This design comes from an exercise in tuning for small area, a short achievable clock period and few clock cycles on the open sky130 flow, not from production work.
At most, simulation tests tie the RTL to the original design; equivalence was not proved.
Power is estimated from default activity; no workload was simulated.

==> v28 <==
==> flow/design.v <==
module PLProc(clk, reset_n, imem_addr, imem_rdata,
              dmem_addr, dmem_wdata, dmem_we, dmem_rdata);
   input  clk;
   input  reset_n;
   output [31:0] imem_addr;
   input  [31:0] imem_rdata;
   output [31:0] dmem_addr;
   output [31:0] dmem_wdata;
   output dmem_we;
   input  [31:0] dmem_rdata;
   wire rst = ~reset_n;
   wire [31:0] inst = imem_rdata;
   wire [3:0]  op  = inst[31:28];
   wire [3:0]  fn  = inst[27:24];
   wire [3:0]  rd  = inst[23:20];
   wire [3:0]  rs1 = inst[19:16];
   wire [3:0]  rs2 = inst[15:12];
   wire [15:0] imm = inst[15:0];
   wire [31:0] sext = {{16{imm[15]}}, imm};
   wire alu_fn  = (fn == 4'b0111) | (fn == 4'b0110) | (fn == 4'b0000) |
                  (fn == 4'b0001) | (fn == 4'b0010) | (fn == 4'b1000) |
                  (fn == 4'b1001) | (fn == 4'b1010);
   wire cmp_fn  = (fn == 4'b0000) | (fn == 4'b0011) | (fn == 4'b0101) |
                  (fn == 4'b0110) | (fn == 4'b1001) | (fn == 4'b1010) |
                  (fn == 4'b1100) | (fn == 4'b1111);
   wire br_fn   = (fn != 4'b0100) & (fn != 4'b0111);
   wire br_reg  = (fn == 4'b0000) | (fn == 4'b0011) | (fn == 4'b0101) |
                  (fn == 4'b0110) | (fn == 4'b1001) | (fn == 4'b1010) |
                  (fn == 4'b1011);
   wire fn0     = (fn == 4'b0000);
   wire d_alur  = (op == 4'b1100) & alu_fn;
   wire d_alui  = (op == 4'b0100) & alu_fn;
   wire d_mvhi  = (op == 4'b0100) & (fn == 4'b1111);
   wire d_cmpr  = (op == 4'b1101) & cmp_fn;
   wire d_cmpi  = (op == 4'b0101) & cmp_fn;
   wire d_lw    = (op == 4'b0111) & fn0;
   wire d_sw    = (op == 4'b0011) & fn0;
   wire d_br    = (op == 4'b0010) & br_fn;
   wire d_jal   = (op == 4'b0110) & fn0;
   wire d_sub   = (fn == 4'b0110);
   wire d_logic = (d_alur | d_alui) & ~fn[2];      
   wire d_wr    = d_alur | d_alui | d_mvhi | d_cmpr | d_cmpi | d_lw | d_jal;
   wire d_cmp   = d_cmpr | d_cmpi;
   reg  [3:0] d_cc;
   always @* begin
      if (op[1]) begin               
         case (fn)
           4'b1011: d_cc = 4'b1111;
           4'b0001: d_cc = 4'b0101;
           4'b0010: d_cc = 4'b0110;
           4'b1000: d_cc = 4'b1100;
           4'b1100: d_cc = 4'b1100;
           4'b1101: d_cc = 4'b1001;
           4'b1110: d_cc = 4'b1010;
           default: d_cc = fn;
         endcase
      end else
         d_cc = fn;                  
   end
   wire d_cz = (d_cc == 4'b0000) | (d_cc == 4'b0110) | (d_cc == 4'b1010) | (d_cc == 4'b1100);
   wire d_cn = (d_cc == 4'b0000) | (d_cc == 4'b0101) | (d_cc == 4'b1001) | (d_cc == 4'b1100);
   wire d_cp = (d_cc == 4'b0000) | (d_cc == 4'b0101) | (d_cc == 4'b1010) | (d_cc == 4'b1111);
   wire [3:0] idx_a = rs1;
   wire [3:0] idx_b = inst[31] ? rs2 : rd;
   reg        v2;                    
   reg [31:0] op1, op2, sd;
   reg        cin;
   reg        e_wr, e_sw, e_lw, e_br, e_jal, e_cmp, e_logic, e_neg;
   reg        e_cz, e_cn, e_cp;
   reg [1:0]  e_lf;                  
   reg        e_linv;                
   reg [3:0]  e_rd;
   reg [31:0] pc;
   reg  [31:0] rf [0:15];
   wire [31:0] result;
   wire        rf_we = v2 & e_wr;
   wire [31:0] rf_wd = result & {32{reset_n}};
   integer i;
   always @(posedge clk) begin
      for (i = 0; i < 16; i = i + 1)
         if (rst | (rf_we & (e_rd == i)))
            rf[i] <= rf_wd;
   end
   wire [31:0] ra = rf[idx_a];
   wire [31:0] rb = rf[idx_b];
   wire fwd_a = rf_we & (e_rd == idx_a);
   wire fwd_b = rf_we & (e_rd == idx_b);
   wire [31:0] va = fwd_a ? result : ra;
   wire [31:0] vb = fwd_b ? result : rb;
   wire zero_a = d_mvhi | (d_br & ~br_reg);
   wire use_b  = d_alur | d_cmpr | d_br;
   wire inv_b  = (d_alur & d_sub) | (d_alui & d_sub) | d_cmp | d_br;
   wire [31:0] immv = d_mvhi ? {imm, 16'h0000} :
                      d_jal  ? {sext[29:0], 2'b00} : sext;
   wire [31:0] n_op1 = zero_a ? 32'h0 : va;
   wire [31:0] n_op2 = (use_b ? vb : immv) ^ {32{inv_b}};
   wire [31:0] n_sd  = d_br ? sext : vb;
   wire e_taken;
   wire [31:0] sum;
   wire [31:0] br_tgt;
   always @(posedge clk) begin
      if (rst) begin
         v2 <= 1'b0;
         pc <= 32'h40;
      end else begin
         v2 <= ~e_taken;
         pc <= e_taken ? (e_jal ? sum : br_tgt) : pc + 32'd4;
      end
      op1    <= n_op1;
      op2    <= n_op2;
      sd     <= n_sd;
      cin    <= inv_b;
      e_wr   <= d_wr;
      e_sw   <= d_sw;
      e_lw   <= d_lw;
      e_br   <= d_br;
      e_jal  <= d_jal;
      e_cmp  <= d_cmp;
      e_logic<= d_logic;
      e_neg  <= d_br;
      e_cz   <= d_cz;
      e_cn   <= d_cn;
      e_cp   <= d_cp;
      e_lf   <= fn[1:0];
      e_linv <= fn[3];
      e_rd   <= rd;
   end
   assign sum = op1 + op2 + {31'b0, cin};
   wire [31:0] lg0 = (e_lf == 2'b00) ? (op1 & op2) :
                     (e_lf == 2'b01) ? (op1 | op2) : (op1 ^ op2);
   wire [31:0] lg  = lg0 ^ {32{e_linv}};
   wire s_z  = (sum == 32'h0);
   wire s_lo = (sum[30:0] == 31'h0);
   wire s_n  = sum[31];
   wire d_z  = s_z;
   wire d_n  = e_neg ? (~s_z & (~s_n | s_lo)) : s_n;
   wire flag = (e_cz & d_z) | (e_cn & d_n) | (e_cp & ~d_z & ~d_n);
   assign br_tgt = pc + {sd[29:0], 2'b00};
   assign e_taken = v2 & (e_jal | (e_br & flag));
   assign result = e_lw    ? dmem_rdata :
                   e_jal   ? pc :
                   e_cmp   ? {31'b0, flag} :
                   e_logic ? lg : sum;
   assign imem_addr  = pc;
   assign dmem_addr  = sum;
   assign dmem_wdata = sd;
   assign dmem_we    = v2 & e_sw;
endmodule
==> flow/run.sh <==
#!/bin/bash
# synth_recipe.tcl (not shown) runs the flow's synth.tcl, then flattens the netlist and writes it again
# the make line also repeats each setting of config.mk as NAME=value (left out here)
make -C /OpenROAD-flow-scripts/flow DESIGN_CONFIG=/design/flow/config.mk WORK_HOME=/design/flow/orfs CLKGATE_MAP_FILE= SYNTH_SCRIPT=/design/flow/synth_recipe.tcl finish
==> flow/config.mk <==
export PLATFORM = sky130hd
export DESIGN_NAME = PLProc
export DESIGN_NICKNAME = PLProc
export VERILOG_FILES = /design/flow/design.v
export SDC_FILE = /design/flow/constraint.sdc
export NUM_CORES = 4
export LEC_CHECK = 0
export CAP_MARGIN = 20
export CORE_MARGIN = 2
export CORE_UTILIZATION = 40
export SLEW_MARGIN = 20
==> flow/constraint.sdc <==
create_clock -name core_clock -period 8.5 [get_ports {clk}]
set_input_delay 1.7000 -clock core_clock [delete_from_list [all_inputs] [get_ports {clk}]]
set_output_delay 1.7000 -clock core_clock [all_outputs]
set_load 0.01 [all_outputs]
==> inputs of v35, as changes to v28 <==
==> flow/design.v, changed modules only <==
module PLProc(clk, reset_n, imem_addr, imem_rdata,
              dmem_addr, dmem_wdata, dmem_we, dmem_rdata);
   input  clk;
   input  reset_n;
   output [31:0] imem_addr;
   input  [31:0] imem_rdata;
   output [31:0] dmem_addr;
   output [31:0] dmem_wdata;
   output dmem_we;
   input  [31:0] dmem_rdata;
   wire rst = ~reset_n;
   wire [31:0] inst = imem_rdata;
   wire [3:0]  op  = inst[31:28];
   wire [3:0]  fn  = inst[27:24];
   wire [3:0]  rd  = inst[23:20];
   wire [3:0]  rs1 = inst[19:16];
   wire [3:0]  rs2 = inst[15:12];
   wire [15:0] imm = inst[15:0];
   wire [31:0] sext = {{16{imm[15]}}, imm};
   wire alu_fn  = (fn == 4'b0111) | (fn == 4'b0110) | (fn == 4'b0000) |
                  (fn == 4'b0001) | (fn == 4'b0010) | (fn == 4'b1000) |
                  (fn == 4'b1001) | (fn == 4'b1010);
   wire cmp_fn  = (fn == 4'b0000) | (fn == 4'b0011) | (fn == 4'b0101) |
                  (fn == 4'b0110) | (fn == 4'b1001) | (fn == 4'b1010) |
                  (fn == 4'b1100) | (fn == 4'b1111);
   wire br_fn   = (fn != 4'b0100) & (fn != 4'b0111);
   wire br_reg  = (fn == 4'b0000) | (fn == 4'b0011) | (fn == 4'b0101) |
                  (fn == 4'b0110) | (fn == 4'b1001) | (fn == 4'b1010) |
                  (fn == 4'b1011);
   wire fn0     = (fn == 4'b0000);
   wire d_alur  = (op == 4'b1100) & alu_fn;
   wire d_alui  = (op == 4'b0100) & alu_fn;
   wire d_mvhi  = (op == 4'b0100) & (fn == 4'b1111);
   wire d_cmpr  = (op == 4'b1101) & cmp_fn;
   wire d_cmpi  = (op == 4'b0101) & cmp_fn;
   wire d_lw    = (op == 4'b0111) & fn0;
   wire d_sw    = (op == 4'b0011) & fn0;
   wire d_br    = (op == 4'b0010) & br_fn;
   wire d_jal   = (op == 4'b0110) & fn0;
   wire d_sub   = (fn == 4'b0110);
   wire d_logic = (d_alur | d_alui) & ~fn[2];      
   wire d_wr    = d_alur | d_alui | d_mvhi | d_cmpr | d_cmpi | d_lw | d_jal;
   wire d_cmp   = d_cmpr | d_cmpi;
   reg  [3:0] d_cc;
   always @* begin
      if (op[1]) begin               
         case (fn)
           4'b1011: d_cc = 4'b1111;
           4'b0001: d_cc = 4'b0101;
           4'b0010: d_cc = 4'b0110;
           4'b1000: d_cc = 4'b1100;
           4'b1100: d_cc = 4'b1100;
           4'b1101: d_cc = 4'b1001;
           4'b1110: d_cc = 4'b1010;
           default: d_cc = fn;
         endcase
      end else
         d_cc = fn;                  
   end
   wire d_cz = (d_cc == 4'b0000) | (d_cc == 4'b0110) | (d_cc == 4'b1010) | (d_cc == 4'b1100);
   wire d_cn = (d_cc == 4'b0000) | (d_cc == 4'b0101) | (d_cc == 4'b1001) | (d_cc == 4'b1100);
   wire d_cp = (d_cc == 4'b0000) | (d_cc == 4'b0101) | (d_cc == 4'b1010) | (d_cc == 4'b1111);
   wire [3:0] idx_a = rs1;
   wire [3:0] idx_b = inst[31] ? rs2 : rd;
   wire zero_a = d_mvhi | (d_br & ~br_reg);
   wire use_a  = d_alur | d_alui | d_cmp | d_lw | d_sw | d_jal | (d_br & br_reg);
   wire use_b  = d_alur | d_cmpr | d_br;
   wire inv_b  = (d_alur & d_sub) | (d_alui & d_sub) | d_cmp | d_br;
   reg [31:0] pc;                    
   reg        v2;
   reg [31:0] op1, op2, sd;
   reg        cin;
   reg        e_wr, e_sw, e_lw, e_br, e_jal, e_cmp, e_logic, e_neg, e_sdl;
   reg        e_cz, e_cn, e_cp;
   reg [1:0]  e_lf;                  
   reg        e_linv;                
   reg [3:0]  e_rd;
   reg        v3, m_wr, m_lw, m_we;
   reg [3:0]  m_rd;
   reg [31:0] m_x;                   
   reg [31:0] m_sd;                  
   reg  [31:0] rf [0:15];
   wire [31:0] m_res = m_lw ? dmem_rdata : m_x;
   wire        rf_we = v3 & m_wr;
   wire [31:0] rf_wd = m_res & {32{reset_n}};
   integer i;
   always @(posedge clk) begin
      for (i = 0; i < 16; i = i + 1)
         if (rst | (rf_we & (m_rd == i)))
            rf[i] <= rf_wd;
   end
   wire [31:0] sum;
   KSAdd32 adder(.a(op1), .b(op2), .ci(cin), .s(sum));
   wire [31:0] lg0 = (e_lf == 2'b00) ? (op1 & op2) :
                     (e_lf == 2'b01) ? (op1 | op2) : (op1 ^ op2);
   wire [31:0] lg  = lg0 ^ {32{e_linv}};
   wire [31:0] ab_p = op1 ^ op2;
   wire [31:0] ab_o = op1 | op2;
   wire s_lo = &(ab_p[30:0] ~^ {ab_o[29:0], cin});
   wire s_n  = sum[31];
   wire d_z  = s_lo & ~s_n;
   wire d_n  = e_neg ? ~(s_n ^ s_lo) : s_n;
   wire flag = (e_cz & d_z) | (e_cn & d_n) | (e_cp & ~d_z & ~d_n);
   wire [31:0] br_tgt = pc + {sd[29:0], 2'b00};
   wire        taken  = v2 & (e_jal | (e_br & flag));
   wire [31:0] e_res = e_jal   ? pc :
                       e_cmp   ? {31'b0, flag} :
                       e_logic ? lg : sum;
   wire e_fw = v2 & e_wr & ~e_lw;    
   wire e_ld = v2 & e_lw;            
   wire m_fw = v3 & m_wr;
   wire [31:0] ra = rf[idx_a];
   wire [31:0] rb = rf[idx_b];
   wire [31:0] va = (e_fw & (e_rd == idx_a)) ? e_res :
                    (m_fw & (m_rd == idx_a)) ? m_res : ra;
   wire [31:0] vb = (e_fw & (e_rd == idx_b)) ? e_res :
                    (m_fw & (m_rd == idx_b)) ? m_res : rb;
   wire stall = e_ld & ((e_rd == idx_a) |
                        ((e_rd == idx_b) & (inst[31] | (op == 4'b0010))));
   wire sdl   = e_ld & (e_rd == idx_b);    
   wire [31:0] immv = d_mvhi ? {imm, 16'h0000} :
                      d_jal  ? {sext[29:0], 2'b00} : sext;
   wire [31:0] n_op1 = zero_a ? 32'h0 : va;
   wire [31:0] n_op2 = (use_b ? vb : immv) ^ {32{inv_b}};
   wire [31:0] n_sd  = d_br ? sext : vb;
   always @(posedge clk) begin
      if (rst) begin
         pc <= 32'h40;
         v2 <= 1'b0;
         v3 <= 1'b0;
         m_we <= 1'b0;
      end else begin
         pc <= taken ? (e_jal ? sum : br_tgt) : stall ? pc : pc + 32'd4;
         v2 <= ~taken & ~stall;
         v3 <= v2;
         m_we <= v2 & e_sw;
      end
      op1    <= n_op1;
      op2    <= n_op2;
      sd     <= n_sd;
      cin    <= inv_b;
      e_wr   <= d_wr;
      e_sw   <= d_sw;
      e_lw   <= d_lw;
      e_br   <= d_br;
      e_jal  <= d_jal;
      e_cmp  <= d_cmp;
      e_logic<= d_logic;
      e_neg  <= d_br;
      e_sdl  <= sdl;
      e_cz   <= d_cz;
      e_cn   <= d_cn;
      e_cp   <= d_cp;
      e_lf   <= fn[1:0];
      e_linv <= fn[3];
      e_rd   <= rd;
      m_wr   <= e_wr;
      m_lw   <= e_lw;
      m_rd   <= e_rd;
      m_x    <= e_res;
      m_sd   <= e_sdl ? dmem_rdata : sd;
   end
   assign imem_addr  = pc;
   assign dmem_addr  = m_x;
   assign dmem_wdata = m_sd;
   assign dmem_we    = m_we;
endmodule
module KSAdd32(a, b, ci, s);
   input  [31:0] a, b;
   input         ci;
   output [31:0] s;
   wire [31:0] p = a ^ b;
   wire [31:0] g0 = {a[31:1] & b[31:1], (a[0] & b[0]) | (p[0] & ci)};
   wire [31:0] p0 = p;
   wire [31:0] g1, p1, g2, p2, g3, p3, g4, p4, g5, p5;
   genvar i;
   generate
      for (i = 0; i < 32; i = i + 1) begin : lv
         if (i >= 1)  begin assign g1[i] = g0[i] | (p0[i] & g0[i-1]);   assign p1[i] = p0[i] & p0[i-1];   end
         else         begin assign g1[i] = g0[i];                       assign p1[i] = p0[i];             end
         if (i >= 2)  begin assign g2[i] = g1[i] | (p1[i] & g1[i-2]);   assign p2[i] = p1[i] & p1[i-2];   end
         else         begin assign g2[i] = g1[i];                       assign p2[i] = p1[i];             end
         if (i >= 4)  begin assign g3[i] = g2[i] | (p2[i] & g2[i-4]);   assign p3[i] = p2[i] & p2[i-4];   end
         else         begin assign g3[i] = g2[i];                       assign p3[i] = p2[i];             end
         if (i >= 8)  begin assign g4[i] = g3[i] | (p3[i] & g3[i-8]);   assign p4[i] = p3[i] & p3[i-8];   end
         else         begin assign g4[i] = g3[i];                       assign p4[i] = p3[i];             end
         if (i >= 16) begin assign g5[i] = g4[i] | (p4[i] & g4[i-16]);  assign p5[i] = p4[i] & p4[i-16];  end
         else         begin assign g5[i] = g4[i];                       assign p5[i] = p4[i];             end
      end
   endgenerate
   assign s = p ^ {g5[30:0], ci};
endmodule
--- a/flow/config.mk
+++ b/flow/config.mk
@@ -5,7 +5,10 @@
 export SDC_FILE = /design/flow/constraint.sdc
 export NUM_CORES = 4
 export LEC_CHECK = 0
+export ABC_CLOCK_PERIOD_IN_PS = 2800
 export CAP_MARGIN = 20
 export CORE_MARGIN = 2
 export CORE_UTILIZATION = 40
+export SETUP_SLACK_MARGIN = 5
 export SLEW_MARGIN = 20
+export TNS_END_PERCENT = 5
==> inputs of v19, as changes to v28 <==
==> flow/design.v, changed modules only <==
module PLProc(clk, reset_n, imem_addr, imem_rdata,
              dmem_addr, dmem_wdata, dmem_we, dmem_rdata);
   input  clk;
   input  reset_n;
   output [31:0] imem_addr;
   input  [31:0] imem_rdata;
   output [31:0] dmem_addr;
   output [31:0] dmem_wdata;
   output dmem_we;
   input  [31:0] dmem_rdata;
   wire rst = ~reset_n;
   wire [31:0] inst = imem_rdata;
   wire [3:0]  op  = inst[31:28];
   wire [3:0]  fn  = inst[27:24];
   wire [3:0]  rd  = inst[23:20];
   wire [3:0]  rs1 = inst[19:16];
   wire [3:0]  rs2 = inst[15:12];
   wire [15:0] imm = inst[15:0];
   wire [31:0] sext = {{16{imm[15]}}, imm};
   wire alu_fn  = (fn == 4'b0111) | (fn == 4'b0110) | (fn == 4'b0000) |
                  (fn == 4'b0001) | (fn == 4'b0010) | (fn == 4'b1000) |
                  (fn == 4'b1001) | (fn == 4'b1010);
   wire cmp_fn  = (fn == 4'b0000) | (fn == 4'b0011) | (fn == 4'b0101) |
                  (fn == 4'b0110) | (fn == 4'b1001) | (fn == 4'b1010) |
                  (fn == 4'b1100) | (fn == 4'b1111);
   wire br_fn   = (fn != 4'b0100) & (fn != 4'b0111);
   wire br_reg  = (fn == 4'b0000) | (fn == 4'b0011) | (fn == 4'b0101) |
                  (fn == 4'b0110) | (fn == 4'b1001) | (fn == 4'b1010) |
                  (fn == 4'b1011);
   wire fn0     = (fn == 4'b0000);
   wire d_alur  = (op == 4'b1100) & alu_fn;
   wire d_alui  = (op == 4'b0100) & alu_fn;
   wire d_mvhi  = (op == 4'b0100) & (fn == 4'b1111);
   wire d_cmpr  = (op == 4'b1101) & cmp_fn;
   wire d_cmpi  = (op == 4'b0101) & cmp_fn;
   wire d_lw    = (op == 4'b0111) & fn0;
   wire d_sw    = (op == 4'b0011) & fn0;
   wire d_br    = (op == 4'b0010) & br_fn;
   wire d_jal   = (op == 4'b0110) & fn0;
   wire d_sub   = (fn == 4'b0110);
   wire d_logic = (d_alur | d_alui) & ~fn[2];      
   wire d_wr    = d_alur | d_alui | d_mvhi | d_cmpr | d_cmpi | d_lw | d_jal;
   wire d_cmp   = d_cmpr | d_cmpi;
   reg  [3:0] d_cc;
   always @* begin
      if (op[1]) begin               
         case (fn)
           4'b1011: d_cc = 4'b1111;
           4'b0001: d_cc = 4'b0101;
           4'b0010: d_cc = 4'b0110;
           4'b1000: d_cc = 4'b1100;
           4'b1100: d_cc = 4'b1100;
           4'b1101: d_cc = 4'b1001;
           4'b1110: d_cc = 4'b1010;
           default: d_cc = fn;
         endcase
      end else
         d_cc = fn;                  
   end
   wire d_cz = (d_cc == 4'b0000) | (d_cc == 4'b0110) | (d_cc == 4'b1010) | (d_cc == 4'b1100);
   wire d_cn = (d_cc == 4'b0000) | (d_cc == 4'b0101) | (d_cc == 4'b1001) | (d_cc == 4'b1100);
   wire d_cp = (d_cc == 4'b0000) | (d_cc == 4'b0101) | (d_cc == 4'b1010) | (d_cc == 4'b1111);
   wire [3:0] idx_a = rs1;
   wire [3:0] idx_b = inst[31] ? rs2 : rd;
   wire zero_a = d_mvhi | (d_br & ~br_reg);
   wire use_a  = d_alur | d_alui | d_cmp | d_lw | d_sw | d_jal | (d_br & br_reg);
   wire use_b  = d_alur | d_cmpr | d_br;
   wire inv_b  = (d_alur & d_sub) | (d_alui & d_sub) | d_cmp | d_br;
   reg [31:0] pc;                    
   reg        v2;
   reg [31:0] op1, op2, sd;
   reg        cin;
   reg        e_wr, e_sw, e_lw, e_br, e_jal, e_cmp, e_logic, e_neg, e_sdl;
   reg        e_cz, e_cn, e_cp;
   reg [1:0]  e_lf;                  
   reg        e_linv;                
   reg [3:0]  e_rd;
   reg        v3, m_wr, m_lw, m_sw;
   reg [3:0]  m_rd;
   reg [31:0] m_x;                   
   reg [31:0] m_sd;                  
   reg  [31:0] rf [0:15];
   wire [31:0] m_res = m_lw ? dmem_rdata : m_x;
   wire        rf_we = v3 & m_wr;
   wire [31:0] rf_wd = m_res & {32{reset_n}};
   integer i;
   always @(posedge clk) begin
      for (i = 0; i < 16; i = i + 1)
         if (rst | (rf_we & (m_rd == i)))
            rf[i] <= rf_wd;
   end
   wire [31:0] sum = op1 + op2 + {31'b0, cin};
   wire [31:0] lg0 = (e_lf == 2'b00) ? (op1 & op2) :
                     (e_lf == 2'b01) ? (op1 | op2) : (op1 ^ op2);
   wire [31:0] lg  = lg0 ^ {32{e_linv}};
   wire s_z  = (sum == 32'h0);
   wire s_lo = (sum[30:0] == 31'h0);
   wire s_n  = sum[31];
   wire d_z  = s_z;
   wire d_n  = e_neg ? (~s_z & (~s_n | s_lo)) : s_n;
   wire flag = (e_cz & d_z) | (e_cn & d_n) | (e_cp & ~d_z & ~d_n);
   wire [31:0] br_tgt = pc + {sd[29:0], 2'b00};
   wire        taken  = v2 & (e_jal | (e_br & flag));
   wire [31:0] e_res = e_jal   ? pc :
                       e_cmp   ? {31'b0, flag} :
                       e_logic ? lg : sum;
   wire e_fw = v2 & e_wr & ~e_lw;    
   wire e_ld = v2 & e_lw;            
   wire m_fw = v3 & m_wr;
   wire [31:0] ra = rf[idx_a];
   wire [31:0] rb = rf[idx_b];
   wire [31:0] va = (e_fw & (e_rd == idx_a)) ? e_res :
                    (m_fw & (m_rd == idx_a)) ? m_res : ra;
   wire [31:0] vb = (e_fw & (e_rd == idx_b)) ? e_res :
                    (m_fw & (m_rd == idx_b)) ? m_res : rb;
   wire stall = e_ld & ((use_a & (e_rd == idx_a)) | (use_b & (e_rd == idx_b)));
   wire sdl   = e_ld & (e_rd == idx_b);    
   wire [31:0] immv = d_mvhi ? {imm, 16'h0000} :
                      d_jal  ? {sext[29:0], 2'b00} : sext;
   wire [31:0] n_op1 = zero_a ? 32'h0 : va;
   wire [31:0] n_op2 = (use_b ? vb : immv) ^ {32{inv_b}};
   wire [31:0] n_sd  = d_br ? sext : vb;
   always @(posedge clk) begin
      if (rst) begin
         pc <= 32'h40;
         v2 <= 1'b0;
         v3 <= 1'b0;
      end else begin
         pc <= taken ? (e_jal ? sum : br_tgt) : stall ? pc : pc + 32'd4;
         v2 <= ~taken & ~stall;
         v3 <= v2;
      end
      op1    <= n_op1;
      op2    <= n_op2;
      sd     <= n_sd;
      cin    <= inv_b;
      e_wr   <= d_wr;
      e_sw   <= d_sw;
      e_lw   <= d_lw;
      e_br   <= d_br;
      e_jal  <= d_jal;
      e_cmp  <= d_cmp;
      e_logic<= d_logic;
      e_neg  <= d_br;
      e_sdl  <= sdl;
      e_cz   <= d_cz;
      e_cn   <= d_cn;
      e_cp   <= d_cp;
      e_lf   <= fn[1:0];
      e_linv <= fn[3];
      e_rd   <= rd;
      m_wr   <= e_wr;
      m_lw   <= e_lw;
      m_sw   <= e_sw;
      m_rd   <= e_rd;
      m_x    <= e_res;
      m_sd   <= e_sdl ? dmem_rdata : sd;
   end
   assign imem_addr  = pc;
   assign dmem_addr  = m_x;
   assign dmem_wdata = m_sd;
   assign dmem_we    = v3 & m_sw;
endmodule
--- a/flow/config.mk
+++ b/flow/config.mk
@@ -5,7 +5,9 @@
 export SDC_FILE = /design/flow/constraint.sdc
 export NUM_CORES = 4
 export LEC_CHECK = 0
+export ABC_CLOCK_PERIOD_IN_PS = 2800
 export CAP_MARGIN = 20
 export CORE_MARGIN = 2
 export CORE_UTILIZATION = 40
+export SETUP_SLACK_MARGIN = 5
 export SLEW_MARGIN = 20
==> comparison table <==
Worst R2R End: v28 rf[11][0]$_DFFE_PP_; v19 pc[24]$_SDFFE_PN0P_; v35 op1[0]$_SDFF_PP0_
P_leak: v28 14.3 nW; v19 17.1 nW; v35 17.2 nW
Initial antenna violation count: v28 4; v19 6; v35 10
Cell with the most instances on the worst path: v28 sky130_fd_sc_hd__inv_1; v19 sky130_fd_sc_hd__fa_2; v35 sky130_fd_sc_hd__a22oi_2
Count of unique library cells instantiated by Yosys: v28 81; v19 87; v35 99
Fraction of layout cells with a size suffix above 1: v28 8.82%; v19 24.8%; v35 17.9%
Result of the run: v28 timing/DRC/antenna clean; v19 timing/DRC/antenna clean; v35 timing/DRC/antenna clean
Met2 capacity usage during global routing: v28 48.1%; v19 51.4%; v35 52.7%
Sequential group power: v28 5.07 mW; v19 5.29 mW; v35 5.28 mW
Routed via count: v28 29.5k; v19 33.8k; v35 34.3k
Row count: v28 107; v19 112; v35 113
Worst hold start: v28 pc[1]$_SDFFE_PN0P_; v19 e_sw$_DFF_P_; v35 e_wr$_DFF_P_
Fraction of power spent switching nets: v28 35.5%; v19 35.7%; v35 35.5%
Testbench counts of v28, summed over its fixed seeds: cycles 128,337.
Testbench counts of v35, summed over its fixed seeds: cycles 130,139.
For v19, only the layout was checked, not whether the RTL still works.

-- re-timing with driven ports --
The flow's constraints put no driver on any port. The routed layouts listed below were extracted and timed again, unchanged, in two steps.
Step 1: set_driving_cell puts a clkbuf_16 on clk and a buf_2 on each other input, an assumption about the parent block.
Step 2 also shifts input and output timing later by t, the mid clock arrival at the registers, as if the neighbouring blocks saw the same clock.
Three values: no drivers, after step 1, after step 2; two values: the first two.
| run | t, ns | setup WS [ns] | worst setup path at the end | slew at the worst register clock pin (ns) | cell pins on the clock port's net |
|---|---|---|---|---|---|
| v28 | 0.696 | 2.552 / 2.478 / 2.204 | input to register | 0.08 / 0.08 | 1 |
| v35 | 0.704 | 4.668 / 4.700 / 3.996 | input to register | 0.07 / 0.07 | 1 |
| v19 | 0.712 | 3.855 / 3.855 / 3.480 | input to register | 0.07 / 0.07 | 1 |
After both steps every run listed still meets setup and hold. The setup slack of v35, which loses most, moves by +0.032 ns with the drivers and by -0.672 ns with both steps.
